What follows belongs to an exercise in optimizing a design on an open flow for small area; a production flow would make more cautious choices. The RTL was checked by simulation tests, not by an equivalence proof against the original design. Power and IR drop assume default switching activity.

==> flow/design.v, too long to show whole: its modules and the start of the top module <==
// module ps2_keyboard: 33 lines
// module keyboard: 43 lines
// module keycode_to_ascii: 15 lines
// module keycode_rom_logic: 211 lines
// module terminal: 70 lines
// module vga_ctrl: 41 lines
// module vga_bitmap: 14 lines
// module vga_font_logic: 2486 lines
// module vga_render: 14 lines
// module nvdl_term: 99 lines
module nvdl_term (
  input clk,
  input rst,
  input ps2_clk,
  input ps2_dat,
  output vram_we,
  output [11:0] vram_waddr,
  output [7:0] vram_wascii,
  output [2:0] vram_wfg,
  output [2:0] vram_wbg,
  output [11:0] vram_raddr,
  input [7:0] vram_rascii,
  input [2:0] vram_rfg,
  input [2:0] vram_rbg,
  output [3:0] vga_r,
  output [3:0] vga_g,
  output [3:0] vga_b,
  output vga_hs,
  output vga_vs,
  output vga_valid
);
  // ...
==> flow/flow/run.sh <==
#!/bin/bash
# Own flow: the standard synthesis, then the combinational logic between
# the (untouched) flip-flops is re-mapped by ABC for area, then the standard flow's
# standard layout from the floorplan on. Each tool's output goes to a log
# file in the work folder.
set -euo pipefail
WORK=$(pwd)
FL=$WORK/flow
R=$WORK/orfs/results/$FLOW_PLATFORM/nvdl_term/base
LIB=$FLOW_HOME/platforms/$FLOW_PLATFORM/lib/sky130_fd_sc_hd__tt_025C_1v80.lib
YOSYS=yosys
if [[ -x $FLOW_HOME/../tools/install/yosys/bin/yosys ]]; then
  YOSYS=$FLOW_HOME/../tools/install/yosys/bin/yosys
fi

bash standard.sh synth > $WORK/flow_synth.log 2>&1
cp $R/1_2_yosys.v $WORK/remap_in.v

# 2. re-map the combinational logic; sequential cells stay black boxes
SEQ=$(awk '/^ *cell *\(/{c=$0; gsub(/.*cell *\( *"?|"? *\).*/,"",c)} /^ *(ff|latch|statetable) *\(/{print c}' $LIB | sort -u)
DU=$(sed 's/^/-dont_use /' $FL/dont_use.txt | tr '\n' ' ')
{
  echo "read_liberty -ignore_miss_func $LIB"
  echo "read_verilog -defer $WORK/remap_in.v"
  echo "hierarchy -top $FLOW_TOP"
  for c in $SEQ; do
    if grep -q "$c " $WORK/remap_in.v; then echo "blackbox $c"; fi
  done
  echo "flatten"
  echo "opt_clean -purge"
  echo "tee -o $WORK/remap_stat_in.txt stat"
  echo "abc -liberty $LIB $DU -script $FL/remap.abc"
  echo "opt_clean -purge"
  echo "read_liberty -lib -overwrite -ignore_miss_func $LIB"
  echo "splitnets"
  echo "opt_clean -purge"
  echo "hilomap -singleton -hicell sky130_fd_sc_hd__conb_1 HI -locell sky130_fd_sc_hd__conb_1 LO"
  echo "insbuf -buf sky130_fd_sc_hd__buf_1 A X"
  echo "check -assert"
  echo "tee -o $WORK/remap_stat.txt stat -liberty $LIB"
  echo "write_verilog -noattr -nohex -nodec $WORK/remap_out.v"
} > $WORK/remap.ys
$YOSYS -s $WORK/remap.ys > $WORK/flow_remap.log 2>&1

# 3. standard layout on the re-mapped netlist
cp $WORK/remap_out.v $R/1_2_yosys.v
rm -f $R/1_synth.odb $R/1_synth.sdc
# port buffers: the smallest buffer instead of the library pick
export BUFFER_PORTS_ARGS="-buffer_cell sky130_fd_sc_hd__buf_1"
bash standard.sh > $WORK/flow_layout.log 2>&1
==> flow/flow/dont_use.txt <==
sky130_fd_sc_hd__probe_p_8
sky130_fd_sc_hd__probec_p_8
sky130_fd_sc_hd__lpflow_bleeder_1
sky130_fd_sc_hd__lpflow_clkbufkapwr_1
sky130_fd_sc_hd__lpflow_clkbufkapwr_16
sky130_fd_sc_hd__lpflow_clkbufkapwr_2
sky130_fd_sc_hd__lpflow_clkbufkapwr_4
sky130_fd_sc_hd__lpflow_clkbufkapwr_8
sky130_fd_sc_hd__lpflow_clkinvkapwr_1
sky130_fd_sc_hd__lpflow_clkinvkapwr_16
sky130_fd_sc_hd__lpflow_clkinvkapwr_2
sky130_fd_sc_hd__lpflow_clkinvkapwr_4
sky130_fd_sc_hd__lpflow_clkinvkapwr_8
sky130_fd_sc_hd__lpflow_decapkapwr_12
sky130_fd_sc_hd__lpflow_decapkapwr_3
sky130_fd_sc_hd__lpflow_decapkapwr_4
sky130_fd_sc_hd__lpflow_decapkapwr_6
sky130_fd_sc_hd__lpflow_decapkapwr_8
sky130_fd_sc_hd__lpflow_inputiso0n_1
sky130_fd_sc_hd__lpflow_inputiso0p_1
sky130_fd_sc_hd__lpflow_inputiso1n_1
sky130_fd_sc_hd__lpflow_inputiso1p_1
sky130_fd_sc_hd__lpflow_inputisolatch_1
sky130_fd_sc_hd__lpflow_isobufsrc_1
sky130_fd_sc_hd__lpflow_isobufsrc_16
sky130_fd_sc_hd__lpflow_isobufsrc_2
sky130_fd_sc_hd__lpflow_isobufsrc_4
sky130_fd_sc_hd__lpflow_isobufsrc_8
sky130_fd_sc_hd__lpflow_isobufsrckapwr_16
sky130_fd_sc_hd__lpflow_lsbuf_lh_hl_isowell_tap_1
sky130_fd_sc_hd__lpflow_lsbuf_lh_hl_isowell_tap_2
sky130_fd_sc_hd__lpflow_lsbuf_lh_hl_isowell_tap_4
sky130_fd_sc_hd__lpflow_lsbuf_lh_isowell_4
sky130_fd_sc_hd__lpflow_lsbuf_lh_isowell_tap_1
sky130_fd_sc_hd__lpflow_lsbuf_lh_isowell_tap_2
sky130_fd_sc_hd__lpflow_lsbuf_lh_isowell_tap_4
sky130_fd_sc_hd__fill_1
sky130_fd_sc_hd__fill_2
sky130_fd_sc_hd__fill_4
sky130_fd_sc_hd__fill_8
==> flow/flow/remap.abc <==
strash
dc2
balance -l; resub -K 6 -l; rewrite -l; resub -K 6 -N 2 -l; refactor -l; resub -K 8 -l; balance -l; resub -K 8 -N 2 -l; rewrite -l; resub -K 10 -l; rewrite -z -l; resub -K 10 -N 2 -l; balance -l; resub -K 12 -l; refactor -z -l; resub -K 12 -N 2 -l; rewrite -z -l; balance -l
dc2
balance -l; resub -K 6 -l; rewrite -l; resub -K 6 -N 2 -l; refactor -l; resub -K 8 -l; balance -l; resub -K 8 -N 2 -l; rewrite -l; resub -K 10 -l; rewrite -z -l; resub -K 10 -N 2 -l; balance -l; resub -K 12 -l; refactor -z -l; resub -K 12 -N 2 -l; rewrite -z -l; balance -l
dc2
balance -l; resub -K 6 -l; rewrite -l; resub -K 6 -N 2 -l; refactor -l; resub -K 8 -l; balance -l; resub -K 8 -N 2 -l; rewrite -l; resub -K 10 -l; rewrite -z -l; resub -K 10 -N 2 -l; balance -l; resub -K 12 -l; refactor -z -l; resub -K 12 -N 2 -l; rewrite -z -l; balance -l
&get -n
&dch -f
&nf -a -p -R 1000 -C 32 -F 8 -A 8
&put
strash
&get -n
&dch -f
&nf -a -p -R 1000 -C 32 -F 8 -A 8
&put
topo
==> flow/standard.sh <==
#!/bin/bash
# synth_recipe.tcl (not shown) runs the flow's synth.tcl, then flattens the netlist and writes it again
# the make line also repeats each setting of config.mk as NAME=value (left out here)
make -C /OpenROAD-flow-scripts/flow DESIGN_CONFIG=/design/flow/config.mk WORK_HOME=/design/flow/orfs CLKGATE_MAP_FILE= SYNTH_SCRIPT=/design/flow/synth_recipe.tcl "${@:-finish}"
==> flow/config.mk <==
export PLATFORM = sky130hd
export DESIGN_NAME = nvdl_term
export DESIGN_NICKNAME = nvdl_term
export VERILOG_FILES = /design/flow/design.v
export SDC_FILE = /design/flow/constraint.sdc
export NUM_CORES = 4
export LEC_CHECK = 0
export ABC_AREA = 1
export CAP_MARGIN = 10
export CELL_PAD_IN_SITES_DETAIL_PLACEMENT = 1
export CELL_PAD_IN_SITES_GLOBAL_PLACEMENT = 2
export CORE_MARGIN = 2
export CORE_UTILIZATION = 25
export PLACE_DENSITY = 0.45
export SLEW_MARGIN = 10
export SYNTH_MEMORY_MAX_BITS = 65536
==> flow/constraint.sdc <==
create_clock -name core_clock -period 12.0 [get_ports {clk}]
set_input_delay 2.4000 -clock core_clock [delete_from_list [all_inputs] [get_ports {clk}]]
set_output_delay 2.4000 -clock core_clock [all_outputs]
set_load 0.01 [all_outputs]
==> results.json, run 1 <==
{
  "clk_pin_slew_ps": 70,
  "status": "timing/DRC/antenna clean",
  "finalSetupViolations": 0,
  "holdPathEnd": "ps2_keyboard.ps2_clk_sync[1]",
  "setup_slack_ps": 1680,
  "hold_buffers": 0,
  "final_cell_mix": "nor2_1, nand2_1, a21oi_1",
  "grt-busiest-layer": "met2",
  "cap_violations": 0,
  "seq_share_pct": 15.1,
  "p_int_mw": 0.549,
  "drtIter0Drc": 3190,
  "power_leader": "combinational cells",
  "worstRegToRegCells": 20,
  "cp-endpoint": "vga_g[1]",
  "hold_viol_final": 0,
  "slowest_stage": "a311oi_1",
  "crit_family": "compound AO/OA/AOI/OAI gates",
  "skew_ps": 10.8,
  "grtUsageMet1_pct": 57.0,
  "hold_path_startpoint": "ps2_keyboard.ps2_clk_sync[0]",
  "p_comb_share_pct": 45.4,
  "p_sw_share_pct": 49.3,
  "required_ps": 9600,
  "areaGrowthSynthToFinish_pct": 20.2,
  "placed_cells": 2348,
  "fillers": 5419,
  "regMostFlops": "terminal.cnt",
  "pg_comb_mw": 0.492,
  "grt_pass1_wl_um": 148000,
  "hold_slack_ps": 338,
  "power.leakage_nw": 4.04,
  "largestRegisters": "terminal.cnt x16, ps2_keyboard.sh x11, vga_ctrl.vv x10",
  "final_common_cell": "nor2_1",
  "tns_ps": 0,
  "cp_num_buf_inv": 6,
  "worst_pin_slew_ps": 1400,
  "critical_path_arrival_ps": 7920,
  "timing.rr.end": "terminal.wr_addr[4]"
}
==> module terminal, before the edit <==
module terminal(
  input clk,
  input rst,
  input in_valid,
  input [7:0] in_ascii,
  output reg we,
  output reg [4:0] wr_addr,
  output reg [6:0] wc_addr
);
parameter ascii_enter = 8'h0A;
parameter S0 = 2'b00, S1 = 2'b01, S2 = 2'b11;
reg [1:0] state;
reg [15:0] cnt;
reg [6:0] last_ascii;
wire [15:0] cnt_next = {cnt[14:0], cnt[15] ^ cnt[14] ^ cnt[12] ^ cnt[3]};
wire cnt_done = (cnt == 16'h6B78);
always @(posedge clk) begin
  if (state == S2)
    cnt <= cnt_next;
  else
    cnt <= 16'hFFFF;
end
always @(posedge clk) begin
  if (rst) begin
    wr_addr <= 0;
    wc_addr <= 0;
    we <= 1;
    state <= S0;
  end else if (we == 1) begin
    we <= 0;
  end else begin
    if (state == S0) begin
      if (in_valid) begin
        state <= S1;
        last_ascii <= in_ascii[6:0];
        if (in_ascii == ascii_enter) begin
          if (wr_addr == 5'd29) begin
            wr_addr <= 0;
          end else begin
            wr_addr <= wr_addr + 1;
          end
          wc_addr <= 0;
        end else begin
          we <= 1;
        end
      end
    end else if (state == S1) begin
      state <= S2;
      if (last_ascii != ascii_enter[6:0]) begin
        if (wc_addr == 7'd69) begin
          wc_addr <= 0;
          if (wr_addr == 5'd29) begin
            wr_addr <= 0;
          end else begin
            wr_addr <= wr_addr + 1;
          end
        end else begin
          wc_addr <= wc_addr + 1;
        end
      end
    end else begin
      if (!in_valid) begin
        state <= S0;
      end else if ((in_ascii[6:0] != last_ascii) || cnt_done) begin
        state <= S0;
      end
    end
  end
end
endmodule
==> inputs of run 2 (changes only) <==
--- a/flow/design.v
+++ b/flow/design.v
@@ -312,3 +312,3 @@
 parameter ascii_enter = 8'h0A;
-parameter S0 = 2'b00, S1 = 2'b01, S2 = 2'b11;
+parameter S0 = 2'b00, S1C = 2'b01, S1E = 2'b10, S2 = 2'b11;
 reg [1:0] state;
@@ -335,5 +335,5 @@
       if (in_valid) begin
-        state <= S1;
         last_ascii <= in_ascii[6:0];
         if (in_ascii == ascii_enter) begin
+          state <= S1E;
           if (wr_addr == 5'd29) begin
@@ -345,2 +345,3 @@
         end else begin
+          state <= S1C;
           we <= 1;
@@ -348,5 +349,7 @@
       end
-    end else if (state == S1) begin
+    end else if (state == S1E) begin
       state <= S2;
-      if (last_ascii != ascii_enter[6:0]) begin
+    end else if (state == S1C) begin
+      state <= S2;
+      begin
         if (wc_addr == 7'd69) begin
--- a/flow/config.mk
+++ b/flow/config.mk
@@ -8,3 +8,3 @@
 export ABC_AREA = 1
-export CAP_MARGIN = 10
+export CAP_MARGIN = 20
 export CELL_PAD_IN_SITES_DETAIL_PLACEMENT = 1
@@ -14,3 +14,3 @@
 export PLACE_DENSITY = 0.45
-export SLEW_MARGIN = 10
+export SLEW_MARGIN = 20
 export SYNTH_MEMORY_MAX_BITS = 65536
==> results.json, run 2 <==
{
  "drt-total-wl_um": 110000,
  "rsz0062_at_grt": "no",
  "drtIter0Drc": 3613,
  "gp_congestion": 1.14,
  "grt_max_degree": 45,
  "worstSetupStartpointType": "input port",
  "worst_ir_drop_vdd_mv": 0.0528,
  "syn_area_per_cell_sq_um": 6.40,
  "power.share.clock_pct": 27.4,
  "status": "timing/DRC/antenna clean",
  "drc_errors": 0,
  "dr_total_vias": 18200,
  "p_int_mw": 0.570,
  "drtAntennaViolNets": 0,
  "multi_input_area_sq_um": 8540,
  "place_area_sq_um": 12300,
  "clock_path_buffers": 2,
  "cap_violations": 0,
  "hold_path_class": "flop to flop",
  "dp_hpwl_um": 75700,
  "grt_use_total_pct": 48.9,
  "final_common_cell": "nor2_1",
  "p_seq_share_pct": 27.7,
  "clk_pin_slew_ps": 70,
  "p_comb_share_pct": 44.9,
  "grt_pass1_vias": 16900,
  "hold_viol_final": 0,
  "finish.net_count": 1840,
  "h-tree-depth": 3,
  "rows": 75,
  "p_sw_share_pct": 48.4,
  "critPathMaxFanout": 26,
  "final_cell_area_sq_um": 12700,
  "post-route-period-util_pct": 90.3,
  "critical_path_arrival_ps": 8430,
  "viasPerCell": 7.66,
  "regMostFlops": "terminal.cnt",
  "largestRegisters": "terminal.cnt x16, ps2_keyboard.sh x11, vga_ctrl.vv x10",
  "fillers": 5368,
  "largest_register_ffs": 16,
  "areaGrowthSynthToFinish_pct": 20.2,
  "tns_ps": 0,
  "finalSetupViolations": 0,
  "skew_ps": 14.0,
  "die_w_um": 209,
  "cp-end-kind": "output pin",
  "grt_pass1_wl_um": 147000,
  "synth_area_sq_um": 10600,
  "p_per_area_nw_per_um2": 87.1,
  "wl_per_cell_um": 46.2,
  "drt_pre_antenna_iters": 6,
  "io_buffer_count": 64,
  "io_pins": 72,
  "setup.worst_path.class": "input port to output pin",
  "cts_made_buffers": 9,
  "relSlewSlack_pct": 4.71,
  "numClockSinks": 87,
  "initial_core_util_pct": 25.3,
  "die_h_um": 209,
  "layout-drive-gt1-share_pct": 8.54,
  "power.leakage_nw": 4.11,
  "required_ps": 9600,
  "p_sw_mw": 0.535,
  "seq_area_sq_um": 1930,
  "final_cell_mix": "nor2_1, nand2_1, a21oi_1",
  "ys_warn_count": 4,
  "min_period_ps": 10830,
  "worst_pin_slew_ps": 1420,
  "cts_setup_buffers": 0,
  "cts_resized": 0,
  "hold_buffers": 0,
  "core_area_sq_um": 41800,
  "overflow": 0,
  "cts_tree": "done",
  "antenna_found_initial": 12,
  "max_freq_mhz": 92.3,
  "synthCells": 1649,
  "clk_latency_ps": 390,
  "dieArea_sq_um": 43900,
  "drv_slew": 0,
  "cts_root_buffer": "clkbuf_16"
}
-- run 2: cell types whose count changed in the layout (fill, tap and decap cells not counted), moves of 6 or more --
| cell | previous run | this run |
|---|---|---|
| a2111oi_0 | 22 | 15 |
| nand2b_1 | 24 | 31 |
| o41ai_1 | 11 | 3 |
| clkinv_1 | 20 | 14 |
| a311oi_1 | 19 | 11 |
| a21oi_1 | 182 | 192 |
| o221ai_1 | 24 | 15 |
| nand2_1 | 208 | 194 |
| nor3_1 | 73 | 84 |
| o22ai_1 | 31 | 38 |
| o21ai_0 | 171 | 178 |
-- run 2: layout make-up --
class	instances	share of cell area, %
Inverter	14	0.414
Antenna cell	7	0.138
Clock inverter	7	0.592
Clock buffer	9	1.78
Multi-Input combinational cell	1525	67.4
Timing Repair Buffer	185	9.22
Tap cell	539	5.32
Sequential cell	87	15.2
-- run 2: critical path: stages --
cell	delay, ps
clkbuf_2	420
buf_4	380
nand2b_1	540
buf_4	380
nor2_1	1000
o221ai_1	290
a21oi_1	210
a311oi_1	70
o31ai_1	110
nor3_1	130
a221oi_1	330
o21ai_0	160
a31oi_1	690
o21ai_0	230
a32oi_1	350
buf_4	220
mux2i_1	80
nor2_1	200
buf_1	180
-- run 2: worst paths after layout --
kind                                     start                      endpoint  slack, ps  cells after the start
hold reg to reg   ps2_keyboard.ps2_clk_sync[0]  ps2_keyboard.ps2_clk_sync[1]        330                      0
hold / removal    ps2_keyboard.ps2_clk_sync[0]  ps2_keyboard.ps2_clk_sync[1]        330                      0
setup reg to reg               keyboard.key[3]           terminal.wc_addr[5]       7350                     17
setup / recovery                vram_rascii[2]                      vga_r[1]       1170                     19
-- run 2: routing by layer --
metal	GRT usage, %	vias to the layer above	part of all wire (%)
met1	56.7	8797	36
met2	66.4	1890	38
met4	36.2	18	9.9
met3	26.9	668	16
met5	5.56	-	0.34
li1	-	6807	-
-- run 2: through the flow --
step	utilization, %	setup WS [ps]	cells	total power, mW	hold WS [ps]
after floorplan	-	3370	1654	0.492	310
after global placement	29.5	1970	2349	0.757	312
after detailed placement	29.5	2090	2349	0.745	314
after CTS	30.3	2050	2365	1.05	329
after global routing	30.3	1360	2368	1.10	346
final	30.4	1170	2373	1.10	328
-- run 2: power groups by stage --
stage                     registers, mW  logic [mW]  clock network [mW]
after floorplan                   0.315       0.177                   0
after global placement            0.312       0.444                   0
after detailed placement          0.313       0.432                   0
after CTS                         0.306       0.434               0.313
after global routing              0.307       0.475               0.320
final                             0.306       0.496               0.303

[what the ideal ports hide]
How much do the figures lean on ideal ports? The routed layouts below were timed once more, with nothing changed but the port constraints.
Step 1: set_driving_cell puts a clkbuf_16 on clk and a buf_2 on each other input, an assumption about the parent block.
Step 2, shift: input delay + t, output delay - t, t = (earliest + latest rising clock arrival at the registers) / 2. This alone moves slack from input paths to output paths.
a / b / c = ideal ports / drivers / drivers and shift; a / b = the first two.
| run | t (ns) | setup slack, ns | hold WS [ns] | slew at the worst register clock pin (ns) |
|---|---|---|---|---|
| run 1 | 0.441 | 1.678 / 1.612 / 1.699 | 0.338 / 0.338 / 0.338 | 0.07 / 0.07 |
| run 2 | 0.447 | 1.167 / 1.146 / 1.146 | 0.328 / 0.328 / 0.328 | 0.08 / 0.08 |
After both steps every run listed still meets setup and hold. For run 2, which loses most, drivers alone change the setup slack by -0.021 ns; drivers and shift together by -0.021 ns.
